This design comes from an exercise in tuning for small area on the open sky130 flow, not from production work. Function was checked by simulation only, so behaviour that the tests miss may differ from the original. Power and IR drop assume default switching activity.

== JK ==
// VGAnscreen
module VGAnscreen(
	input clk,
	output o_hsync,
	output o_vsync,
	output [7:0] o_red,
	output [7:0] o_blue,
	output [7:0] o_green,
	output clkk,
	input start,
	input reset,
	input button0,
	input button1,
	output reg [3:0] temp_number,
	output [3:0] number_to_store,
	output reg [3:0] next_read,
	output reg [3:0] readed_data,
	output time_to_read,
	output reg [2:0] ct1,
	output reg [2:0] ct2,
	output reg [2:0] ct3,
	output reg [2:0] ct4
);
clock: 20.0 ns
lec_check: 0
cap_margin: 20
core_margin: 2
core_utilization: 60
cts_buf_list: sky130_fd_sc_hd__clkbuf_8
cts_cluster_diameter: 60
cts_cluster_size: 12
slew_margin: 20
standard.sh (not shown) runs the stock make flow with config.mk's settings and CLKGATE_MAP_FILE= SYNTH_SCRIPT=/design/flow/synth_recipe.tcl, a recipe that flattens the netlist after the stock synthesis.
==> flow/flow/run.sh <==
#!/bin/bash
# Layout flow: the standard synthesis, then an area re-mapping of the combinational logic
# (registers untouched), then the standard layout from floorplan to finish.
set -euo pipefail
W=$(pwd)
R=$W/orfs/results/${FLOW_PLATFORM}/VGAnscreen/base
YOSYS=${YOSYS_EXE:-/OpenROAD-flow-scripts/tools/install/yosys/bin/yosys}
LIB=${FLOW_HOME}/platforms/${FLOW_PLATFORM}/lib/sky130_fd_sc_hd__tt_025C_1v80.lib

# 1. standard synthesis, unchanged
bash standard.sh synth > $W/flow_synth.log 2>&1

# 2. re-map the combinational logic for area; flip-flops keep their instances, names and cells
cp $R/1_2_yosys.v $W/std_1_2_yosys.v
sed -e "s#@LIB@#$LIB#g" -e "s#@IN@#$W/std_1_2_yosys.v#g" -e "s#@OUT@#$W/remap.v#g" \
    -e "s#@ABC@#$W/flow/area.abc#g" -e "s#@TOP@#$FLOW_TOP#g" $W/flow/remap.ys > $W/remap_run.ys
$YOSYS -s $W/remap_run.ys > $W/flow_remap.log 2>&1
cp $W/remap.v $R/1_2_yosys.v
rm -f $R/1_synth.odb $R/1_synth.sdc

# 3. standard layout from the re-mapped netlist
bash standard.sh finish > $W/flow_finish.log 2>&1
test -f $W/out/final.def
==> flow/flow/area.abc <==
strash; &get -n; &deepsyn -T 300; &put; dch -f; &get -n; &nf -R 1000; &put; topo
==> flow/flow/remap.ys <==
read_liberty -ignore_miss_func @LIB@
read_verilog @IN@
hierarchy -top @TOP@
blackbox sky130_fd_sc_hd__df* sky130_fd_sc_hd__edf* sky130_fd_sc_hd__sdf* sky130_fd_sc_hd__dl* sky130_fd_sc_hd__conb_1
flatten
opt -fast
stat
abc -liberty @LIB@ -dont_use *lpflow* -dont_use *probe* -dont_use *clkbuf* -dont_use *clkinv* -dont_use *clkdly* -dont_use *dlygate* -dont_use *dlymetal* -script @ABC@
opt_clean -purge
splitnets
opt_clean -purge
hilomap -singleton -hicell sky130_fd_sc_hd__conb_1 HI -locell sky130_fd_sc_hd__conb_1 LO
insbuf -buf sky130_fd_sc_hd__buf_4 A X
opt_clean -purge
stat -liberty @LIB@
write_verilog -noattr -nohex -nodec @OUT@
> inputs changed (JK -> MS)
- a deleted CTS_CLUSTER_DIAMETER that had been 60
- a change of CTS_BUF_LIST from sky130_fd_sc_hd__clkbuf_8 to sky130_fd_sc_hd__clkbuf_4
- a deleted CTS_CLUSTER_SIZE that had been 12
On post-detailed-routing wire length, MS does worse than JK. Compared JK against MS; share of the clock period used by the worst path within noise. The lower clock power came out of JK.
Inputs modified between MS and AL:
- clearing CTS_BUF_LIST, which used to be sky130_fd_sc_hd__clkbuf_4
- swapping 60 for 40 in CORE_UTILIZATION
## What came out
- MS → AL: worst hold slack moved down, mean routed wirelength per cell moved down, cell count of the worst hold path level, total power moved up, clock network power share moved up.
- The type of the setup path with the least slack comes out register to output pin in one run and register to register in the other, namely in MS and AL respectively.
- When AL is set beside MS, its clock skew turns out to be 0.025 ns smaller.
- In AL, the post-route cell area came out about 4% above the value in MS.
- Looking at setup slack after placement, AL sits below MS.

== run 2 ==
VGAnscreen, a different RTL version from the one above (not shown whole).
For scale: about 61 I/O pins, roughly 0.017 mm^2 of cells after synthesis.
Settings: LEC_CHECK=0, CAP_MARGIN=20, CORE_MARGIN=2, CORE_UTILIZATION=40, SLEW_MARGIN=20; clock period 20.0 ns.
==> flow/flow/area.abc <==
strash; &get -n; &deepsyn -T 60; &put; dch -f; &get -n; &nf -R 1000; &put; topo
Scripts as last shown in full above: flow/flow/run.sh, flow/flow/remap.ys
Run 2 finished every stage and its layout cleared the timing, DRC and antenna checks.
Here is what was changed in the inputs of run 5 compared with run 2.
==> flow/run.sh (new file) <==
#!/bin/bash
# synth_recipe.tcl (not shown) runs the flow's synth.tcl, then flattens the netlist and writes it again
# the make line also repeats each setting of config.mk as NAME=value (left out here)
make -C /OpenROAD-flow-scripts/flow DESIGN_CONFIG=/design/flow/config.mk WORK_HOME=/design/flow/orfs CLKGATE_MAP_FILE= SYNTH_SCRIPT=/design/flow/synth_recipe.tcl finish
removed: flow/flow/run.sh
removed: flow/flow/area.abc
removed: flow/flow/remap.ys
removed: flow/standard.sh
## What came out
[run 5 vs run 2] combinational power share: higher in run 5
Between run 2 and run 5, die area increased.
Compared with run 2, run 5 shows final wirelength that has gone up by more than a quarter.
Between run 2 and run 5, the flow reports total power increasing by a few percent.
Compared with run 2, in run 5 maximum vdd drop lost 0.0074 mV, portion of total power attributed to the clock network picked up an extra 1.8 points, setup slack lost 0.15 ns.
Comparing run 5 and run 2, number of global-route vias before repair is lower on run 2.
The post-synthesis instance area in run 5 sits 47% above the value recorded for run 2.
When the final numbers for run 5 and run 2 were put side by side, the die width turned out to be greater in run 5.
In run 5, overall fraction of global-route tracks in use is higher than in run 2.

==> afterwards: timing with drivers on the ports <==
The flow's constraints put no driver on any port. The routed layouts listed below were extracted and timed again, unchanged, in two steps.
Step 1, drivers: a clkbuf_16 drives clk and a buf_2 each remaining input, both assumed.
Step 2 moves the port delays by t, midway between the first and last clock arrival at a register: inputs arrive t later, outputs are due t later. That takes back most of the time a late clock gives input paths.
Three values: ideal, step 1, step 2; two values: the first two.
run	t, ns	setup slack, ns	worst hold slack (ns)	clock arrival spread, ns
JK	0.661	12.329 / 12.329 / 12.329	0.466 / 0.466 / 0.466	0.049 / 0.049
MS	0.748	12.321 / 12.273 / 12.807	0.464 / 0.464 / 0.464	0.059 / 0.059
AL	0.599	12.461 / 12.461 / 12.461	0.458 / 0.458 / 0.458	0.030 / 0.030
run 2	0.604	12.021 / 11.966 / 12.570	0.462 / 0.462 / 0.462	0.018 / 0.018
run 5	0.624	11.868 / 11.811 / 12.305	0.465 / 0.465 / 0.465	0.015 / 0.016
After both steps every run listed still meets setup and hold.
